What follows belongs to an exercise in optimizing a design on an open flow for small area and a short achievable clock period; a production flow would make more cautious choices. The RTL was checked by simulation tests, not by an equivalence proof against the original design. Power and IR drop assume default switching activity.

==> flow/design.v (outline; a module is shown in full before it is edited, if it fits) <==
// module processor: 104 lines
// module rd_dec: 53 lines
// module rd_port: 452 lines
// module rd_or: 34 lines
// module addr_add: 357 lines
// module g_inv: 3 lines
// module g_nand2: 3 lines
// module g_nand3: 3 lines
// module g_nand4: 3 lines
// module g_nor2: 3 lines
// module g_or3: 3 lines
// module g_nor4: 3 lines
// module g_o31ai: 3 lines
// module g_a222oi: 3 lines
// module g_a21oi: 3 lines
// module g_o21ai: 3 lines
// module g_xor2: 3 lines
module processor( input         clk, reset,
                  output [31:0] PC,
                  input  [31:0] instruction,
                  output        WE,
                  output [31:0] address_to_mem,
                  output [31:0] data_to_mem,
                  input  [31:0] data_from_mem
                );
  // ...
==> flow/run.sh <==
#!/bin/bash
# synth_recipe.tcl (not shown) runs the flow's synth.tcl, then flattens the netlist and writes it again
# the make line also repeats each setting of config.mk as NAME=value (left out here)
make -C /OpenROAD-flow-scripts/flow DESIGN_CONFIG=/design/flow/config.mk WORK_HOME=/design/flow/orfs CLKGATE_MAP_FILE= SYNTH_SCRIPT=/design/flow/synth_recipe.tcl finish
==> flow/config.mk <==
export PLATFORM = sky130hd
export DESIGN_NAME = processor
export DESIGN_NICKNAME = processor
export VERILOG_FILES = /design/flow/design.v
export SDC_FILE = /design/flow/constraint.sdc
export NUM_CORES = 4
export LEC_CHECK = 0
export CAP_MARGIN = 20
export CORE_MARGIN = 2
export CORE_UTILIZATION = 50
export SETUP_SLACK_MARGIN = 4
export SLEW_MARGIN = 20
export SYNTH_HIERARCHICAL = 1
export SYNTH_MINIMUM_KEEP_SIZE = 0
==> flow/constraint.sdc <==
create_clock -name core_clock -period 12.0 [get_ports {clk}]
set_input_delay 2.4000 -clock core_clock [delete_from_list [all_inputs] [get_ports {clk}]]
set_output_delay 2.4000 -clock core_clock [all_outputs]
set_load 0.01 [all_outputs]
==> notes.md, run 1 <==
- The count of pins over their slew limit is 2.
- The final critical-path required period is approximately 8.4 ns.
- The flip-flop count of the largest register, all copies and words added is roughly 990.
- The source-to-sink clock delay at the later pin of the worst-skew pair is 0.75 ns.
- The family of cells with the greatest summed delay on the critical path is compound AO/OA/AOI/OAI gates.
- Summed over all nets, the half-perimeter wirelength after detailed placement is 174000 µm.
- The checks that failed: max-slew violations.
- The first global-routing pass estimated ~360000 µm of wire.
- The fraction of met2 tracks used by global routing is 0.665.
- The critical path runs through a total of 17 cells.
- The pre-CTS worst setup slack is between 1 and 1.5 ns.
- The portion of synthesized area spent on multiplexers is 0.0375.
- The dominant power group is sequential cells.
- Counting flops and latches in the post-synthesis netlist gives around 1000.
- The met1 track demand over resource is 0.598.
- For this block, the initial DRC count from the detailed router was roughly 13000.
- After detailed routing, the met3 layer carries 45500 µm of wire.
- The sequential element share of the synthesized area is 0.574.
- The repair_antennas step left the layout with diodes totalling 4.
- In the post-synthesis netlist, the cell with the most instances is sky130_fd_sc_hd__edfxtp_1.
- The flow ran to the end, but the layout failed its checks.
- Counting instances in the post-synthesis netlist gives the leading cell types as sky130_fd_sc_hd__edfxtp_1 (992), sky130_fd_sc_hd__a222oi_1 (660), sky130_fd_sc_hd__nor2_1 (266).
- The number of sequential storage elements is 1024.
- The inverter count of the layout excluding clock inverters is around 150.
- The worst-case vdd ir drop is 0.000125 V.
- The register area is 0.0304 mm².
==> run 2: changes to the inputs <==
--- a/flow/config.mk
+++ b/flow/config.mk
@@ -10,5 +10,8 @@
 export CORE_UTILIZATION = 50
+export CTS_CLUSTER_DIAMETER = 70
+export CTS_CLUSTER_SIZE = 20
 export SETUP_SLACK_MARGIN = 4
-export SLEW_MARGIN = 20
+export SLEW_MARGIN = 40
 export SYNTH_HIERARCHICAL = 1
 export SYNTH_MINIMUM_KEEP_SIZE = 0
+export TNS_END_PERCENT = 10
==> run 2 against run 1 <==
  * Now clean on timing, DRC and antenna
  * Cell count fell by 1.8%
  * Maximum frequency rose by 1.7%
  * Register-to-register slack got worse by 0.12 ns
  * Global-route usage fell by 1.5 points
  * Largest power group unchanged
  * Sequential power barely moved
==> notes.md, run 2 <==
- The flow ran to the end and the layout has no timing, DRC or antenna violations.
- The kind of critical path is input pin to primary output.
- At the end of routability-driven placement, the weighted congestion stood at a little over 1.
- The number of cells produced by synthesis is 4079.
- The final clock period utilization by the worst path is 0.689.
- The clock skew after layout is 0.0449 ns.
- The count of placed standard cells including taps is ~5800.
- The height of the die is between 300 and 400 µm.
- The final count of hold timing violations was 0.
- The required time at the endpoint of the critical path is ~9.6 ns.
- For this configuration, the core starts out at a cell density of 0.504.
- Entering global routing, the biggest net connects 64 pins.
- The cell type with the highest aggregate area in the netlist is sky130_fd_sc_hd__edfxtp_1.
- The final routed wire length divided by cell count is about 42 µm.
- The most frequently used flop master after synthesis is sky130_fd_sc_hd__edfxtp_1.
- The total power density per cell area is 151 mW/mm².
- TritonCTS built the clock tree.
- In this run the count of I/O pins placed on the die edge is between 150 and 200.
- The count of pins over their slew limit is 0 (-2).
- The transition time of the tightest slew-check pin is roughly 0.97 ns.
- The final critical-path required period is 8.27 ns (-0.140 ns).
- The worst pin sits at a relative slew slack of 0.354.
- The synthesized design contains 992 enable-type register cells.
- The number of nets handed over by synthesis was 4272.
- The number of H-tree levels is 3.
- The critical path starts at instruction[24].
- Once detail routing completed, the nets flagged for antenna violations numbered 0.
- The most frequent standard cell in the layout excluding fill and tap cells is sky130_fd_sc_hd__edfxtp_1.
- Sorting the synthesized cells by how often they occur yields sky130_fd_sc_hd__edfxtp_1 (992), sky130_fd_sc_hd__a222oi_1 (660), sky130_fd_sc_hd__nor2_1 (266).
- In this run the most critical hold path is launched from pc_q[1].
- Wires add up to approximately 260000 µm.
- The most common cell in the synthesized netlist is sky130_fd_sc_hd__edfxtp_1.
- The class of the worst hold path is register to register.
- Of the post-synthesis cell area, the dominant cell type holds 0.562.
- The number of hold buffers added after CTS is 0.
- rf holds more flip-flops than any other register.
- The via count of the first global-routing pass is ~44000.
- After detailed routing, the number of remaining DRC violations is 0.
- The Yosys step of the flow raised 8 warnings.
- The post-synthesis instance area is between 0.05 and 0.06 mm².
- In this run the static leakage power is 22.1 nW.
- The maximum buffer depth of the clock tree is 3.
- The root buffer cell chosen for the clock tree is sky130_fd_sc_hd__clkbuf_16.
- The startpoint identified for the worst register-to-register timing path is rf[16][17].
- Of all nets on the critical path, the largest fanout is 6.
- The total clock sinks is 1024.
- The sequential element share of the synthesized area is 0.574 (unchanged).
- Clock-pin slew was measured on the worst setup and hold paths at 0.05 ns.
- The share of total power dissipated in sequential elements is 0.433.
- In the final layout, the share of cells above drive strength 1 is 0.248.
- The first-pass GRT wire length is 347000 µm (-2.6%).
- The number of antenna violations at the first check in global routing is 12.
- Data on the critical path arrives at its endpoint at ~5.9 ns.
- The largest registers in the layout are rf (992), pc_q (32).
- Setup repair after global routing could not meet its margin everywhere.
- The kind of end point of the critical path is a primary output.
- Using the TritonRoute via totals, the vias-per-cell ratio works out to ~8.0.
- Counting flops with an async set or reset pin after synthesis yields a share of 0.
- The total number of placement rows is ~120.
- The worst setup margin is between 3 and 4 ns.
- The layout overhead on the synthesized area is 23.1%.
- Of the total power, the share spent switching nets is 0.348.
- Cell internal power was estimated by the tool at about 6.4 mW.
- The post-synthesis sequential element count is 1024 (unchanged).
- The clock network fraction of design power is 0.264.
- The total overflow reported by the global router is 0.
- The number of search-and-repair iterations in the first detailed-routing pass is 13.
- The final route contains between 40000 and 50000 vias.
- The die extent in x is between 300 and 400 µm.
- Of the total power, combinational logic draws 0.303.
- The pre-CTS worst setup slack came to 1.66 ns (+0.433 ns).
- Leaving out filler cells and counting taps, the final layout contains roughly 6100.
- The source-to-sink clock delay at the later pin of the worst-skew pair came to 0.71 ns (-0.04 ns).
- The aggregate negative setup slack is 0 ns.
- The starting DRC count in detailed routing is 13100 (+2.4%).
- The count of distinct cell types in the synthesized netlist is 80.
- The net load switching power is 3.44 mW.
- The global routing usage summed across all routing layers is 0.458.
- The total of max-cap violations is 0.
- The final number of setup-violating endpoints is 0.
- The worst-case vdd ir drop came to 0.000133 V (+6.1%).
- The flip-flop count of the largest register, all copies and words added is 992 (unchanged).
- Sorting the synthesized cells by area gives the leading types as sky130_fd_sc_hd__edfxtp_1 (56%), sky130_fd_sc_hd__a222oi_1 (12%), sky130_fd_sc_hd__ha_1 (2.9%), sky130_fd_sc_hd__xor2_1 (2.2%), sky130_fd_sc_hd__mux4_2 (2.0%).
- The worst setup path is launched from an input pin.
- The die covers ~0.11 mm².
- Clock tree synthesis inserted a total of 74 buffers.
- The HPWL after detailed placement came to 174000 µm (-0.16%).
- The top cell types in the final layout, fill and taps aside, are sky130_fd_sc_hd__edfxtp_1 (992), sky130_fd_sc_hd__a222oi_1 (660), sky130_fd_sc_hd__buf_4 (394).
- The region available for standard cell placement spans approximately 0.11 mm².
- For this run, the top clock speed supported by timing is 121 MHz.
- The total power is approximately 9.9 mW.
- The count of buffers inserted at the top-level ports is 162.
- The number of nets in the layout is 4900.
- The average instance area after synthesis is approximately 13 µm².
[run 2: cell counts after synthesis]
No cell type changed its count.
[run 2: cell families (layout without fill, tap and decap cells)]
| logic type | Yosys count | after routing | share of synthesized area |
|---|---|---|---|
| fa+ha+maj | 127 | 127 | 0.0302 |
| simple gates | 1072 | 1085 | 0.103 |
| mux | 136 | 136 | 0.0375 |
| xor+xnor | 175 | 175 | 0.0289 |
| compound gates | 1293 | 1293 | 0.208 |
| buf+inv | 252 | 903 | 0.0191 |
| flops | 1024 | 1024 | 0.574 |
| other cells | 0 | 4 | 0 |
[run 2: through the flow]
stage          hold WS (ns)  utilization  instance area (µm²)
2_1_floorplan         0.557            -                53100
3_3_place_gp          0.596        0.555                58400
3_5_place_dp          0.602        0.558                58800
4_1_cts               0.630        0.613                64600
5_1_grt               0.667        0.620                65300
6_report              0.632        0.620                65300
[run 2: final cells by class]
| type | instances | area (µm²) |
|---|---|---|
| diodes | 4 | 10.0 |
| clock buffers | 77 | 1880 |
| clock inverters | 35 | 495 |
| fillers | 8178 | 40000 |
| inverters | 146 | 566 |
| multi-input cells | 2816 | 24200 |
| flip-flops and latches | 1024 | 30400 |
| well taps | 1391 | 1740 |
| repair buffers | 645 | 5920 |
[run 2: timing repair]
action	4_1_cts	5_1_grt
resized for setup	414	83
endpoints found under the setup margin	1086	1026
pin swaps	210	85
endpoints found under the hold margin	0	0
setup buffers	219	35
gates cloned	10	4
[run 2: critical path: stages]
cell                       delay [ns]
sky130_fd_sc_hd__buf_6           0.17
sky130_fd_sc_hd__inv_2           0.14
sky130_fd_sc_hd__nand3_4         0.19
sky130_fd_sc_hd__nor2_4          0.07
sky130_fd_sc_hd__buf_16          0.15
sky130_fd_sc_hd__buf_4           0.15
sky130_fd_sc_hd__a222oi_1        0.47
sky130_fd_sc_hd__nand4_1         0.16
sky130_fd_sc_hd__buf_4           0.21
sky130_fd_sc_hd__nor4_4          0.26
sky130_fd_sc_hd__buf_4           0.18
sky130_fd_sc_hd__nor2_1          0.09
sky130_fd_sc_hd__a21oi_2         0.31
sky130_fd_sc_hd__o21ai_2         0.14
sky130_fd_sc_hd__a21oi_2         0.20
sky130_fd_sc_hd__o21ai_2         0.10
sky130_fd_sc_hd__xor2_2          0.26
sky130_fd_sc_hd__buf_2           0.20
[run 2: modules after synthesis, one instance, submodules excluded, excerpt]
module / cells / cell area (µm²) / flip-flops and latches
g_nand4: 1 / 6.26 / 0
g_inv: 1 / 3.75 / 0
processor: 2615 / 41700 / 1024
g_a222oi: 1 / 10.0 / 0
addr_add: 35 / 319 / 0
g_a21oi: 1 / 8.76 / 0
g_or3: 1 / 6.26 / 0
g_o31ai: 1 / 12.5 / 0
g_xor2: 1 / 8.76 / 0
g_nand3: 1 / 5.00 / 0
g_nor4: 1 / 12.5 / 0
g_o21ai: 1 / 5.00 / 0
[run 2: path summary, 6_finish.rpt]
path                              to  slack [ns]  cells after the start
setup / recovery  address_to_mem[31]        3.73                     18
hold / removal               pc_q[1]        0.63                      2
setup reg to reg           rf[17][6]        6.09                     15
hold reg to reg              pc_q[1]        0.63                      2
[run 2: power groups by stage]
| stage | registers (mW) | logic [mW] | clock network, mW |
|---|---|---|---|
| finish | 4.27 | 2.99 | 2.60 |
| global route | 4.27 | 3.06 | 2.73 |
| CTS | 4.27 | 2.81 | 2.60 |
| detailed placement | 4.35 | 2.62 | 0 |
| global placement | 4.35 | 2.60 | 0 |
| floorplan | 4.36 | 1.33 | 0 |
[run 2: routing by layer]
metal | track usage | part of all wire | up-vias
li1 | - | - | 19100
met2 | 0.642 | 0.41 | 4908
met4 | 0.289 | 0.079 | 6
met1 | 0.618 | 0.35 | 24000
met5 | 0 | 0.00012 | -
met3 | 0.144 | 0.17 | 869
==> module processor, before the edit <==
module processor( input         clk, reset,
                  output [31:0] PC,
                  input  [31:0] instruction,
                  output        WE,
                  output [31:0] address_to_mem,
                  output [31:0] data_to_mem,
                  input  [31:0] data_from_mem
                );
    wire [5:0]  op  = instruction[31:26];
    wire [5:0]  fn  = instruction[5:0];
    wire [4:0]  rs  = instruction[25:21];
    wire [4:0]  rt  = instruction[20:16];
    wire [4:0]  rd  = instruction[15:11];
    wire [15:0] imm = instruction[15:0];
    wire [31:0] simm = {{16{imm[15]}}, imm};
    wire is_r    = (op == 6'b000000);
    wire is_sp3  = (op == 6'b011111);
    wire is_addi = (op == 6'b001000);
    wire is_lw   = (op == 6'b100011);
    wire is_sw   = (op == 6'b101011);
    wire is_beq  = (op == 6'b000100);
    wire is_j    = (op == 6'b000010);
    wire is_jal  = (op == 6'b000011);
    wire is_jr   = (op == 6'b000111);
    reg  [31:0] rf [1:31];
    wire [31*32-1:0] rf_flat;
    genvar gi;
    generate for (gi = 1; gi < 32; gi = gi + 1) begin : fl
        assign rf_flat[32*(gi-1) +: 32] = rf[gi];
    end endgenerate
    wire [31:1] sa, sb;
    wire [31:0] ao1, ao2, ao3, bo1, bo2, bo3, A, B, Bm;
    rd_dec  dec_a  (.s(rs), .sel(sa));
    rd_dec  dec_b  (.s(rt), .sel(sb));
    rd_port port_a (.q(rf_flat), .sel(sa), .o1(ao1), .o2(ao2), .o3(ao3));
    rd_port port_b (.q(rf_flat), .sel(sb), .o1(bo1), .o2(bo2), .o3(bo3));
    rd_or   or_a   (.o1(ao1), .o2(ao2), .o3(ao3), .y(A));
    rd_or   or_b   (.o1(bo1), .o2(bo2), .o3(bo3), .y(B));
    rd_or   or_bm  (.o1(bo1), .o2(bo2), .o3(bo3), .y(Bm));
    reg [31:0] pc_q;
    assign PC = pc_q;
    wire [31:0] sum_imm;
    addr_add addr_add (.o1(ao1), .o2(ao2), .o3(ao3), .a(A), .imm(imm), .y(sum_imm));
    assign address_to_mem = sum_imm;
    assign data_to_mem    = Bm;
    assign WE             = is_sw;
    wire        qbm = op[4];
    wire        sub = fn[1];
    wire [31:0] Bx  = sub ? ~B : B;
    wire        p   = ~qbm;
    wire [34:0] ax  = {A[31:24], p, A[23:16], p, A[15:8], p, A[7:0]};
    wire [34:0] bx  = {Bx[31:24], 1'b0, Bx[23:16], 1'b0, Bx[15:8], 1'b0, Bx[7:0]};
    wire [35:0] S   = ax + bx + {34'd0, sub};
    wire [3:0]  co  = {S[35], S[26], S[17], S[8]};
    wire [31:0] sum = {S[34:27], S[25:18], S[16:9], S[7:0]};
    wire        sat = instruction[8];
    wire [31:0] addres = sum | {{8{sat & co[3]}}, {8{sat & co[2]}}, {8{sat & co[1]}}, {8{sat & co[0]}}};
    wire        slt = (A[31] != B[31]) ? A[31] : sum[31];
    wire        left = ~fn[1];
    wire        fill = fn[0] & B[31];
    wire        big  = |A[31:5];
    reg  [31:0] Brev, shr_rev;
    integer k;
    wire [63:0] shin = {{32{fill}}, left ? Brev : B};
    wire [63:0] shw  = shin >> A[4:0];
    wire [31:0] shr  = big ? {32{fill}} : shw[31:0];
    always @(*) begin
        for (k = 0; k < 32; k = k + 1) begin
            Brev[k] = B[31-k];
            shr_rev[k] = shr[31-k];
        end
    end
    wire [31:0] shres = left ? shr_rev : shr;
    reg [31:0] rres;
    always @(*) begin
        if (qbm | (fn[5] & ~fn[3] & ~fn[2])) rres = addres;
        else if (fn[5]) begin
            if (fn[3])      rres = {31'd0, slt};
            else            rres = fn[0] ? (A | B) : (A & B);
        end else            rres = shres;
    end
    reg [31:0] wd;
    reg [4:0]  wa;
    reg        wen;
    wire [31:0] pc4 = pc_q + 32'd4;
    always @(*) begin
        wen = 1'b0; wa = rt; wd = rres;
        if (is_r)    begin wen = 1'b1; wa = rd; wd = rres; end
        if (is_sp3)  begin wen = 1'b1; wa = rd; wd = rres; end
        if (is_addi) begin wen = 1'b1; wa = rt; wd = sum_imm; end
        if (is_lw)   begin wen = 1'b1; wa = rt; wd = data_from_mem; end
        if (is_jal)  begin wen = 1'b1; wa = 5'd31; wd = pc4; end
    end
    always @(posedge clk)
        if (wen && wa != 5'd0) rf[wa] <= wd;
    wire [31:0] pcbr = pc4 + {simm[29:0], 2'b00};
    always @(posedge clk) begin
        if (reset)                     pc_q <= 32'd0;
        else if (is_beq && A == B)     pc_q <= pcbr;
        else if (is_j || is_jal)       pc_q <= {pc_q[31:28], instruction[25:0], 2'b00};
        else if (is_jr)                pc_q <= A;
        else                           pc_q <= pc4;
    end
endmodule
==> run 3: changes to the inputs <==
--- a/flow/design.v
+++ b/flow/design.v
@@ -60,35 +60,32 @@
     wire        fill = fn[0] & B[31];
-    wire        big  = |A[31:5];
-    reg  [31:0] Brev, shr_rev;
+    wire [31:0] shr;
+    shifter shifter (.b(B), .n(A[4:0]), .left(left), .fill(fill), .y(shr));
+    wire        big;
+    big_amt big_amt (.o1(ao1), .o2(ao2), .o3(ao3), .big(big));
+    wire        fa  = is_r & fn[5];
+    wire        s_add  = (fa & ~fn[3] & ~fn[2]) | is_sp3;
+    wire        s_and  = fa & fn[2] & ~fn[0];
+    wire        s_or   = fa & fn[2] & fn[0];
+    wire        s_slt  = fa & fn[3];
+    wire        s_sh   = is_r & ~fn[5];
+    wire        s_srl  = s_sh & ~left & ~big;
+    wire        s_sll  = s_sh & left & ~big;
+    wire        s_fill = s_sh & big & fill;
+    reg  [31:0] shl;
     integer k;
-    wire [63:0] shin = {{32{fill}}, left ? Brev : B};
-    wire [63:0] shw  = shin >> A[4:0];
-    wire [31:0] shr  = big ? {32{fill}} : shw[31:0];
-    always @(*) begin
-        for (k = 0; k < 32; k = k + 1) begin
-            Brev[k] = B[31-k];
-            shr_rev[k] = shr[31-k];
-        end
-    end
-    wire [31:0] shres = left ? shr_rev : shr;
-    reg [31:0] rres;
-    always @(*) begin
-        if (qbm | (fn[5] & ~fn[3] & ~fn[2])) rres = addres;
-        else if (fn[5]) begin
-            if (fn[3])      rres = {31'd0, slt};
-            else            rres = fn[0] ? (A | B) : (A & B);
-        end else            rres = shres;
-    end
-    reg [31:0] wd;
-    reg [4:0]  wa;
-    reg        wen;
+    always @(*)
+        for (k = 0; k < 32; k = k + 1) shl[k] = shr[31-k];
     wire [31:0] pc4 = pc_q + 32'd4;
-    always @(*) begin
-        wen = 1'b0; wa = rt; wd = rres;
-        if (is_r)    begin wen = 1'b1; wa = rd; wd = rres; end
-        if (is_sp3)  begin wen = 1'b1; wa = rd; wd = rres; end
-        if (is_addi) begin wen = 1'b1; wa = rt; wd = sum_imm; end
-        if (is_lw)   begin wen = 1'b1; wa = rt; wd = data_from_mem; end
-        if (is_jal)  begin wen = 1'b1; wa = 5'd31; wd = pc4; end
-    end
+    wire [31:0] wd = ({32{s_add}}   & addres)
+                   | ({32{s_and}}   & (A & B))
+                   | ({32{s_or}}    & (A | B))
+                   | ({32{s_slt}}   & {31'd0, slt})
+                   | ({32{s_srl}}   & shr)
+                   | ({32{s_sll}}   & shl)
+                   | {32{s_fill}}
+                   | ({32{is_addi}} & sum_imm)
+                   | ({32{is_lw}}   & data_from_mem)
+                   | ({32{is_jal}}  & pc4);
+    wire        wen = is_r | is_sp3 | is_addi | is_lw | is_jal;
+    wire [4:0]  wa  = is_jal ? 5'd31 : ((is_r | is_sp3) ? rd : rt);
     always @(posedge clk)
@@ -104,2 +101,13 @@
 endmodule
+module shifter(input [31:0] b, input [4:0] n, input left, input fill, output [31:0] y);
+    reg [31:0] x;
+    integer k;
+    always @(*)
+        for (k = 0; k < 32; k = k + 1) x[k] = left ? b[31-k] : b[k];
+    wire [63:0] w = {{32{fill}}, x} >> n;
+    assign y = w[31:0];
+endmodule
+module big_amt(input [31:0] o1, input [31:0] o2, input [31:0] o3, output big);
+    assign big = |{o1[31:5], o2[31:5], o3[31:5]};
+endmodule
 module rd_dec(input [4:0] s, output [31:1] sel);
==> run 3 against run 2 <==
  * Area after synthesis grew 0.13%
  * Clock power shrank 7%
  * Non-clock buffer count is 71 lower
  * Via count fell by 2.1%
  * Register-to-register slack got worse by 0.07 ns
  * First-iteration DRC count decreased by 10%
  * Design area decreased by 1.6%
  * Clock skew up 0.018 ns
  * Critical endpoint is now address_to_mem[28]
==> notes.md, run 3 <==
- The flow ran to the end and the layout has no timing, DRC or antenna violations.
- The number of cells produced by synthesis came to 4096 (+0.42%).
- The type of element launching the critical path is an input pin.
- The number of hold buffers added after CTS is 0 (unchanged).
- The HPWL after detailed placement is 172000 µm (-1.2%).
- In this run the worst setup path terminates at address_to_mem[28].
- The fraction of final layout cells with drive strength greater than 1 came to 0.226 (-0.0224).
- The final critical-path required period is 8.33 ns (+0.0611 ns).
- The remaining design rule violation count is 0 (unchanged).
- The worst register-to-register path begins at rf[16][2].
- The synthesized-area fraction occupied by ao, oa, aoi and oai cells is 0.216 (+0.00812).
- The critical path is of the input pin to primary output type.
- The via count of the first global-routing pass came to 44500 (-0.085%).
- The pin count of the biggest net entering global routing is 48 (-25%).
- The effective utilization at floorplan is 0.505 (+0.000642).
- The count of pins on the block boundary came to 163 (unchanged).
- The proportion of synthesized area in mux cells is 0.0316 (-0.00587).
- The maximum buffer depth of the clock tree is 3 (unchanged).
- Setup repair after global routing could not meet its margin everywhere.
- The remaining number of nets flagged by the antenna check after routing is 0 (unchanged).
- The final number of setup-violating endpoints is 0 (unchanged).
- The starting DRC count in detailed routing is 11800 (-10%).
- The leakage power figure is 22.1 nW (+0.15%).
- The global placement routability congestion is 1.11 (+6.3%).
- In this run the worst setup path begins at instruction[24].
- The cell chosen for the clock root is sky130_fd_sc_hd__clkbuf_16.
- The flip-flop count of the largest register, all copies and words added is 992 (unchanged).
- The maximum fanout encountered on the critical timing path is 10 (+4).
- The total number of placement rows came to 119 (unchanged).
- The worst register-to-register path ends at rf[28][25].
- The peak clock frequency supported by timing is 120 MHz (-0.73%).
- The most common cell in the synthesized netlist is sky130_fd_sc_hd__edfxtp_1.
- The number of search-and-repair iterations in the first detailed-routing pass is 13 (unchanged).
- The count of pins over their slew limit is 0 (unchanged).
- The required time at the endpoint of the critical path is 9.60 ns (about the same).
- The top cell types in the final layout, fill and taps aside, are sky130_fd_sc_hd__edfxtp_1 (992), sky130_fd_sc_hd__a222oi_1 (662), sky130_fd_sc_hd__buf_4 (348).
- Of all cell types, the one taking the most synthesized area is sky130_fd_sc_hd__edfxtp_1.
- The global routing usage summed across all routing layers is 0.461 (+0.00249).
- The synthesized netlist net count was 4289 (+0.40%).
- The total power is 8.75 mW (-11%).
- The final routed wire length divided by cell count is 42.4 µm (+0.80%).
- The register-to-register setup slack was 6.02 ns (-0.07 ns).
- After synthesis, the cell types taking the most area are sky130_fd_sc_hd__edfxtp_1 (56%), sky130_fd_sc_hd__a222oi_1 (12%), sky130_fd_sc_hd__ha_1 (2.9%), sky130_fd_sc_hd__xor2_1 (2.0%), sky130_fd_sc_hd__nand2_1 (1.8%).
- rf holds more flip-flops than any other register.
- The height of the die is 330 µm (about the same).
- The number of vias in the routed layout is 47900 (-2.1%).
- The total overflow reported by the global router is 0 (unchanged).
- The core region area is 0.105 mm² (unchanged).
- The post-synthesis async set-or-reset flop share came to 0 (unchanged).
- The first-pass GRT wire length is 347000 µm (about the same).
- The final count of hold timing violations is 0 (unchanged).
- The post-layout utilization of the core was 0.610 (-0.0100).
- The source-to-sink clock delay at the later pin of the worst-skew pair is 0.71 ns (about the same).
- The number of cells on the worst reg-to-reg path came to 15 (unchanged).
- The clock skew after layout is 0.0628 ns (+0.0179 ns).
- The worst-case vdd ir drop was 0.000146 V (+10%).
- The layout overhead on the synthesized area is 20.9%.
- The xor and xnor fraction of the mapped netlist area is 0.0274 (-0.00152).
- The max-slew headroom at the worst pin is 0.350 (-0.00385).
- The commonest cells after synthesis are sky130_fd_sc_hd__edfxtp_1 (992), sky130_fd_sc_hd__a222oi_1 (662), sky130_fd_sc_hd__nand2_1 (259).
- The number of fill cells in the layout came to 8360 (+2.2%).
- The final clock period utilization by the worst path came to 0.694 (+0.00510).
- The floorplan die area is 0.109 mm² (+0.13%).
- Leaving out fill and tap cells, the most frequent cell in the layout is sky130_fd_sc_hd__edfxtp_1.
- The total routed wirelength came to 258000 µm (about the same).
- The count of distinct cell types in the synthesized netlist came to 95 (+19%).
- The transition time of the tightest slew-check pin is 0.973 ns (+0.00472 ns).
- The average instance area after synthesis is 13.0 µm² (-0.29%).
- The critical path's most frequent cell is sky130_fd_sc_hd__buf_4.
- The signal on the critical path passes through buf_12, clkinvlp_4, buf_4, nand3_4, nor2_4, buf_4, a222oi_1, nand4_1, buf_6, nor4_4, buf_4, nor2_2, a21oi_2, o21ai_2, a21oi_2, o21ai_2, xor2_2, buf_2.
- The aggregate negative setup slack is 0 ns (unchanged).
- The number of buffers created by CTS is 70 (-5.4%).
- The count of buffers inserted at the top-level ports is 162 (unchanged).
- The total clock sinks is 1024 (unchanged).
- The number of antenna violations at the first check in global routing is 6 (-6).
- The simple-gate portion of the synthesized area came to 0.103 (+0.000788).
- In the final layout, the registers with the most flip-flops are rf (992), pc_q (32).
- The post-synthesis instance area is 0.0531 mm² (+0.13%).
- The ratio of routed vias to standard cells is 7.86 (-1.4%).
- The total power density per cell area is 136 mW/mm² (-9.8%).
- The combinational family with the most area after synthesis is compound AO/OA/AOI/OAI gates.
- The clock transition time at the flip-flop clock pins of the worst setup and hold paths is 0.05 ns (about the same).
- STA classifies the critical path endpoint as a primary output.
- The post-synthesis sequential element count is 1024 (unchanged).
- The number of nets in the layout is 4854 (-0.94%).
- The hold slack is 0.561 ns (-0.0707 ns).
- The sequential element share of the synthesized area was 0.573 (-0.000730).
- The proportion of netlist area held by the largest area contributor came to 0.561 (-0.000714).
- The number of synthesized flops with an enable pin is 992 (unchanged).
- The stage delay of the slowest cell on the critical path came to 0.55 ns (+0.08 ns).
- The count of synthesis-stage warnings from yosys was 9 (+1).
- The number of H-tree levels was 3 (unchanged).
- Among all flip-flop cells after synthesis, the most frequent one is sky130_fd_sc_hd__edfxtp_1.
- The adder-cell share of the synthesized area is 0.0302 (-0.0000385).
- The total of max-cap violations is 0 (unchanged).
- The die extent in x came to 330 µm (about the same).
- The arrival time reported for the critical path endpoint came to 5.93 ns (+0.06 ns).
- The largest individual stage delay along the critical path comes from the cell sky130_fd_sc_hd__a222oi_1.
- TritonCTS built the clock tree.
- The class of the worst hold path is register to register.
==> run 3: changes by cell type in the layout (fill, tap and decap cells not counted), moves of 13 or more <==
| cell | previous run | this run |
|---|---|---|
| sky130_fd_sc_hd__o21ai_1 | 35 | 72 |
| sky130_fd_sc_hd__inv_1 | 131 | 118 |
| sky130_fd_sc_hd__nand3_1 | 97 | 71 |
| sky130_fd_sc_hd__nand3_2 | 17 | 44 |
| sky130_fd_sc_hd__a221o_1 | 18 | 5 |
| sky130_fd_sc_hd__buf_4 | 394 | 348 |
| sky130_fd_sc_hd__mux2i_1 | 57 | 79 |
| sky130_fd_sc_hd__a21oi_1 | 100 | 114 |
| sky130_fd_sc_hd__buf_2 | 28 | 14 |
| sky130_fd_sc_hd__nor2_4 | 102 | 88 |
| sky130_fd_sc_hd__mux4_2 | 47 | 21 |
| sky130_fd_sc_hd__a221oi_1 | 34 | 51 |
| sky130_fd_sc_hd__xor2_1 | 103 | 90 |
==> run 3: power breakdown <==
group          total, mW  internal, mW  switching [mW]
Clock               2.43          1.16            1.27
Combinational       2.40         0.806            1.59
Sequential          3.92          3.91         0.00766
Total               8.75          5.88            2.87
==> run 3: area by class of cell <==
cell class	instances	area, µm²	share of cell area
Inverter	127	489	0.00762
Multi-Input combinational cell	2864	24100	0.376
Clock buffer	79	1820	0.0283
Sequential cell	1024	30400	0.474
Clock inverter	27	349	0.00544
Timing Repair Buffer	574	5240	0.0816
Tap cell	1391	1740	0.0271
Antenna cell	7	17.5	0.000273
==> run 3: through the flow <==
step | cells | worst slack, ns | cell area (µm²)
after detailed placement | 5751 | 1.74 | 58300
after global routing | 6086 | 3.66 | 64200
after floorplan | 4096 | 4.00 | 53100
after CTS | 6069 | 3.93 | 63900
final | 6093 | 3.67 | 64200
after global placement | 5749 | 1.64 | 58300
==> run 3: repair_timing <==
action                      CTS  global route
cloned                       14             3
pin swaps                   227            21
buffers inserted            198            14
resized for setup           416            44
hold endpoints to repair      0             0
setup endpoints to repair  1086          1015
==> run 3: cells by family (layout without fill, tap and decap cells) <==
kind of cell               Yosys count  count (layout)
xor gates and xnor gates           166             166
and+or+nand+nor                   1065            1081
buffers and inverters              224             807
DFF                               1024            1024
muxes                              137             137
AOI/OAI and AO/OA                 1353            1353
adders and majority gates          127             127
other                                0               7
==> run 3: modules after synthesis, one instance, submodules excluded, excerpt <==
module	cell area, µm²	times used	flops+latches
g_inv	3.75	41	0
g_o21ai	5.00	72	0
g_nand2	3.75	114	0
processor	38700	1	1024
g_a21oi	8.76	52	0
g_a222oi	10.0	640	0
g_nand4	6.26	128	0
g_nor4	12.5	30	0
g_nor2	3.75	114	0
addr_add	319	1	0
==> run 3: critical path, delay by kind of cell <==
family	cells	cell delay [ns]
AO/OA/AOI/OAI	5	1.21
AND/OR/NAND/NOR	5	0.84
buffers and inverters	7	1.17
XOR/XNOR	1	0.29
==> run 3: worst min path at each step <==
| stage | from | end | cells after the start |
|---|---|---|---|
| detailed placement | pc_q[1] | pc_q[1] | 2 |
| CTS | pc_q[1] | pc_q[1] | 2 |
| finish | pc_q[1] | pc_q[1] | 2 |
| floorplan | pc_q[1] | pc_q[1] | 2 |
| global route | pc_q[1] | pc_q[1] | 2 |
| global placement | pc_q[1] | pc_q[1] | 2 |
==> run 3: per-layer routing <==
| metal | share of wire | vias to the layer above | wire (µm) | track usage |
|---|---|---|---|---|
| met1 | 0.34 | 23500 | 87300 | 0.571 |
| li1 | - | 19100 | - | - |
| met5 | 0.00031 | - | 80 | 0.00478 |
| met4 | 0.093 | 10 | 24000 | 0.336 |
| met2 | 0.41 | 4325 | 106000 | 0.660 |
| met3 | 0.16 | 929 | 40600 | 0.172 |
==> run 4: changes to the inputs <==
==> flow/flow/run.sh (new file) <==
#!/bin/bash
bash standard.sh "BUFFER_PORTS_ARGS=-buffer_cell sky130_fd_sc_hd__buf_2" finish > standard.log 2>&1
==> flow/standard.sh (new file) <==
#!/bin/bash
# synth_recipe.tcl (not shown) runs the flow's synth.tcl, then flattens the netlist and writes it again
# the make line also repeats each setting of config.mk as NAME=value (left out here)
make -C /OpenROAD-flow-scripts/flow DESIGN_CONFIG=/design/flow/config.mk WORK_HOME=/design/flow/orfs CLKGATE_MAP_FILE= SYNTH_SCRIPT=/design/flow/synth_recipe.tcl "${@:-finish}"
removed: flow/run.sh
==> run 4 against run 3 <==
  * Still clean on timing, DRC and antenna
  * Maximum frequency increased by 1.2%
  * Clock skew decreased by 0.0068 ns
  * Design area fell by 0.61%
  * Non-clock buffer count fell by 50
  * Routed wire length down 4.4%
  * Clock power up 3%
  * Hold slack better by 0.067 ns
  * Power about the same
  * Critical path type is now input pin to register
  * Largest cell class unchanged
  * Largest power group unchanged
==> notes.md, run 4 <==
- The core region area is 0.105 mm² (unchanged).
- The remaining design rule violation count is 0 (unchanged).
- The number of cells produced by synthesis was 4096 (unchanged).
- The maximum buffer depth of the clock tree was 3 (unchanged).
- The post-synthesis instance area is 0.0531 mm² (unchanged).
- The number of nets in the layout is 4788 (-1.4%).
- The synthesized netlist net count was 4289 (unchanged).
- The final clock period utilization by the worst path is 0.686 (-0.00827).
- The maximum fanout encountered on the critical timing path is 32 (+22).
- The total routed wirelength came to 247000 µm (-4.4%).
- The leakage power figure is 22.1 nW (about the same).
- By count the netlist is led by sky130_fd_sc_hd__edfxtp_1 (992), sky130_fd_sc_hd__a222oi_1 (662), sky130_fd_sc_hd__nand2_1 (259).
- rf holds more flip-flops than any other register.
- The signal on the critical path passes through buf_2, inv_1, nand3_1, nor2_2, buf_4, a222oi_1, nand3_1, or3_1, buf_4, mux2_2, mux4_2, nor2_1, a21oi_1, a221oi_2, a221oi_1, mux2i_1, o21ai_0, a211oi_1, o211ai_1, buf_4.
- The most frequently used flop master after synthesis is sky130_fd_sc_hd__edfxtp_1.
- The global placement routability congestion came to 1.07 (-3.4%).
- The pin count of the biggest net entering global routing is 51 (+6.3%).
- The HPWL after detailed placement is 165000 µm (-3.7%).
- The via count of the first global-routing pass is 43100 (-3.0%).
- The number of antenna violations at the first check in global routing was 15 (+9).
- The floorplan die area is 0.109 mm² (unchanged).
- The cell chosen for the clock root is sky130_fd_sc_hd__clkbuf_16.
- The path with the worst hold slack has its endpoint at pc_q[29].
- From synthesis to final layout, the design area changed by 20.2%.
- The critical path's most frequent cell is sky130_fd_sc_hd__buf_4.
- The count of pins on the block boundary is 163 (unchanged).
- The kind of critical path is input pin to register.
- The worst-case vdd ir drop is 0.000118 V (-19%).
- The total of max-cap violations is 0 (unchanged).
- In this run the most critical hold path is launched from pc_q[29].
- The height of the die is 330 µm (unchanged).
- The total overflow reported by the global router is 0 (unchanged).
- The count of pins over their slew limit came to 0 (unchanged).
- The transition time of the tightest slew-check pin is 0.913 ns (-0.0601 ns).
- The slowest stage of the critical path belongs to the cell sky130_fd_sc_hd__nand3_1.
- The number of buffers and inverters on the critical path is 5 (-2).
- The endpoint identified for the worst register-to-register timing path is rf[28][16].
- The final number of setup-violating endpoints is 0 (unchanged).
- Setup repair after global routing could not meet its margin everywhere.
- The type of element launching the critical path is an input pin.
- The hold path depth is 2 (unchanged).
- The max-slew headroom at the worst pin is 0.385 (+0.0343).
- The count of buffers inserted at the top-level ports came to 162 (unchanged).
- Yosys instantiated no cell more often than sky130_fd_sc_hd__edfxtp_1.
- The number of H-tree levels is 3 (unchanged).
- The sequential element share of the synthesized area was 0.573 (unchanged).
- The total clock sinks is 1024 (unchanged).
- The stage delay of the slowest cell on the critical path is 0.57 ns (+0.02 ns).
- The clock skew after layout is 0.0559 ns (-0.00683 ns).
- The run finished with no timing, DRC or antenna violations.
- The starting DRC count in detailed routing is 10500 (-10%).
- The peak clock frequency supported by timing is 121 MHz (+1.2%).
- The count of distinct cell types in the synthesized netlist was 95 (unchanged).
- The proportion of netlist area held by the largest area contributor is 0.561 (unchanged).
- The largest registers in the layout are rf (992), pc_q (32).
- The effective utilization at floorplan is 0.505 (unchanged).
- The average instance area after synthesis is 13.0 µm² (unchanged).
- The flip-flop count of the largest register, all copies and words added came to 992 (unchanged).
- The required time at the endpoint of the critical path is 12.33 ns (+2.73 ns).
- The first-pass GRT wire length is 333000 µm (-4.0%).
- The cell type with the highest aggregate area in the netlist is sky130_fd_sc_hd__edfxtp_1.
- The class of the worst hold path is register to register.
- The number of vias in the routed layout is 47000 (-1.8%).
- The global routing usage summed across all routing layers is 0.439 (-0.0220).
- TritonCTS built the clock tree.
- The clock transition time at the flip-flop clock pins of the worst setup and hold paths is 0.07 ns (+0.02 ns).
- The number of cells on the worst reg-to-reg path is 15 (unchanged).
- The number of cells on the critical path is 20 (+2).
- The remaining number of nets flagged by the antenna check after routing is 0 (unchanged).
- The total number of placement rows is 119 (unchanged).
- The post-layout utilization of the core is 0.606 (-0.00373).
- The count of synthesis-stage warnings from yosys is 9 (unchanged).
- The library cells used most frequently in the layout, excluding fill and tap cells, are sky130_fd_sc_hd__edfxtp_1 (992), sky130_fd_sc_hd__a222oi_1 (662), sky130_fd_sc_hd__buf_4 (251).
- The final routed wire length divided by cell count is 40.9 µm (-3.6%).
- The ratio of routed vias to standard cells was 7.78 (-0.94%).
- After synthesis, the cell types taking the most area are sky130_fd_sc_hd__edfxtp_1 (56%), sky130_fd_sc_hd__a222oi_1 (12%), sky130_fd_sc_hd__ha_1 (2.9%), sky130_fd_sc_hd__xor2_1 (2.0%), sky130_fd_sc_hd__nand2_1 (1.8%).
- The worst setup path is captured at a register.
- The pre-CTS worst setup slack was 2.33 ns (+0.592 ns).
- The aggregate negative setup slack was 0 ns (unchanged).
- The worst setup margin came to 3.77 ns (+0.0993 ns).
- The fraction of final layout cells with drive strength greater than 1 is 0.244 (+0.0180).
- The register-to-register setup slack is 6.13 ns (+0.11 ns).
- The number of search-and-repair iterations in the first detailed-routing pass is 14 (+1).
- The filler-free cell count of the finished design is 6038 (-0.90%).
- The post-synthesis sequential element count came to 1024 (unchanged).
- The cell family contributing the most delay on the critical path is compound AO/OA/AOI/OAI gates.
- The number of synthesized flops with an enable pin came to 992 (unchanged).
- The die extent in x is 330 µm (unchanged).
- The total power came to 8.74 mW (about the same).
- The final critical-path required period was 8.23 ns (-0.0993 ns).
- The final count of hold timing violations is 0 (unchanged).
- The arrival time reported for the critical path endpoint is 8.56 ns (+2.63 ns).
- In this run the critical register-to-register path is launched from rf[25][0].
- The post-synthesis async set-or-reset flop share is 0 (unchanged).
- The number of buffers created by CTS was 69 (-1.4%).
- Leaving out fill and tap cells, the most frequent cell in the layout is sky130_fd_sc_hd__edfxtp_1.
- The total power density per cell area is 137 mW/mm² (+0.56%).
- The count of placed standard cells including taps is 5728 (-0.40%).
- The source-to-sink clock delay at the later pin of the worst-skew pair is 0.71 ns (about the same).
[run 4: cell counts after synthesis]
Identical to the previous run, type by type.
[run 4: metrics by stage]
stage          cell area (µm²)  hold WS, ns
6_report                 63800        0.628
3_3_place_gp             57100        0.604
2_1_floorplan            53100        0.556
4_1_cts                  63000        0.629
5_1_grt                  63800        0.655
3_5_place_dp             57600        0.610
[run 4: final cells by class]
| cell class | count | area, µm² |
|---|---|---|
| diodes | 19 | 47.5 |
| clock buffers | 73 | 1780 |
| clock inverters | 31 | 434 |
| fillers | 8351 | 41400 |
| inverters | 127 | 487 |
| multi-input cells | 2849 | 24000 |
| flip-flops and latches | 1024 | 30400 |
| well taps | 1391 | 1740 |
| repair buffers | 524 | 4890 |
[run 4: cells by family after synthesis]
logic type | Yosys count | share of synthesized area
buffers and inverters | 224 | 0.0184
adders and majority gates | 127 | 0.0302
and+or+nand+nor | 1065 | 0.103
muxes | 137 | 0.0316
xor gates and xnor gates | 166 | 0.0274
AOI/OAI and AO/OA | 1353 | 0.216
DFF | 1024 | 0.573
[run 4: worst max path at each step]
stage,startpoint,end,slack (ns)
after CTS,instruction[23],address_to_mem[1],3.90
after global routing,instruction[25],address_to_mem[26],3.79
after global placement,instruction[22],rf[20][1],2.20
final,instruction[18],rf[8][30],3.77
after floorplan,instruction[20],rf[10][26],4.00
after detailed placement,instruction[16],rf[20][31],2.33
[run 4: per-layer routing]
metal,wire length (µm),global-route usage,vias to the layer above
met5,63,0,-
met1,84900,0.560,23200
met3,37500,0.143,815
met4,19600,0.294,10
li1,-,-,19000
met2,105000,0.638,4049
[run 4: modules after synthesis (local to each module, per instance), a selection]
module / copies in the design / area (µm²)
addr_add: 1 / 319
big_amt: 1 / 178
g_a222oi: 640 / 10.0
g_inv: 41 / 3.75
g_nand2: 114 / 3.75
g_nand3: 80 / 5.00
g_nor2: 114 / 3.75
g_nor4: 30 / 12.5
g_or3: 96 / 6.26
g_xor2: 31 / 8.76
processor: 1 / 38700
shifter: 1 / 2820
[run 4: timing repair]
item	in CTS	in global routing
resized for setup	295	80
setup endpoints to repair	1026	1025
pin swaps	212	92
buffers inserted	147	25
cloned	9	6
hold buffers	0	0
[run 4: worst min-delay path, cell delays in order, from the launching register on]
cell and delay (ns):
sky130_fd_sc_hd__dfxtp_1 0.41, sky130_fd_sc_hd__a311oi_1 0.12, sky130_fd_sc_hd__o21ai_1 0.06
[run 4: where the power goes]
group	switching, mW	internal, mW
Combinational	1.55	0.773
Clock	1.29	1.21
Sequential	0.00747	3.91

port drivers added, routing unchanged:
How much do the figures lean on ideal ports? The routed layouts below were timed once more, with nothing changed but the port constraints.
Step 1 sets driving cells, clkbuf_16 on the clock port and buf_2 on the other inputs (assumed; they add their load-dependent delay and slew).
Step 2 also shifts input and output timing later by t, the mid clock arrival at the registers, as if the neighbouring blocks saw the same clock.
Slacks: ideal / step 1 / step 2; pairs: ideal / step 1.
| run | t, ns | setup WS [ns] | worst hold slack (ns) | worst setup path at the end |
|---|---|---|---|---|
| run 1 | 0.794 | 3.587 / 3.516 / 3.121 | 0.625 / 0.625 / 0.625 | input to register |
| run 2 | 0.760 | 3.727 / 3.671 / 3.034 | 0.632 / 0.632 / 0.632 | input to register |
| run 3 | 0.754 | 3.666 / 3.598 / 2.989 | 0.561 / 0.561 / 0.561 | input to register |
| run 4 | 0.762 | 3.765 / 3.736 / 3.045 | 0.628 / 0.628 / 0.628 | input to register |
For run 4, which loses most, drivers alone change the setup slack by -0.029 ns; drivers and shift together by -0.720 ns.
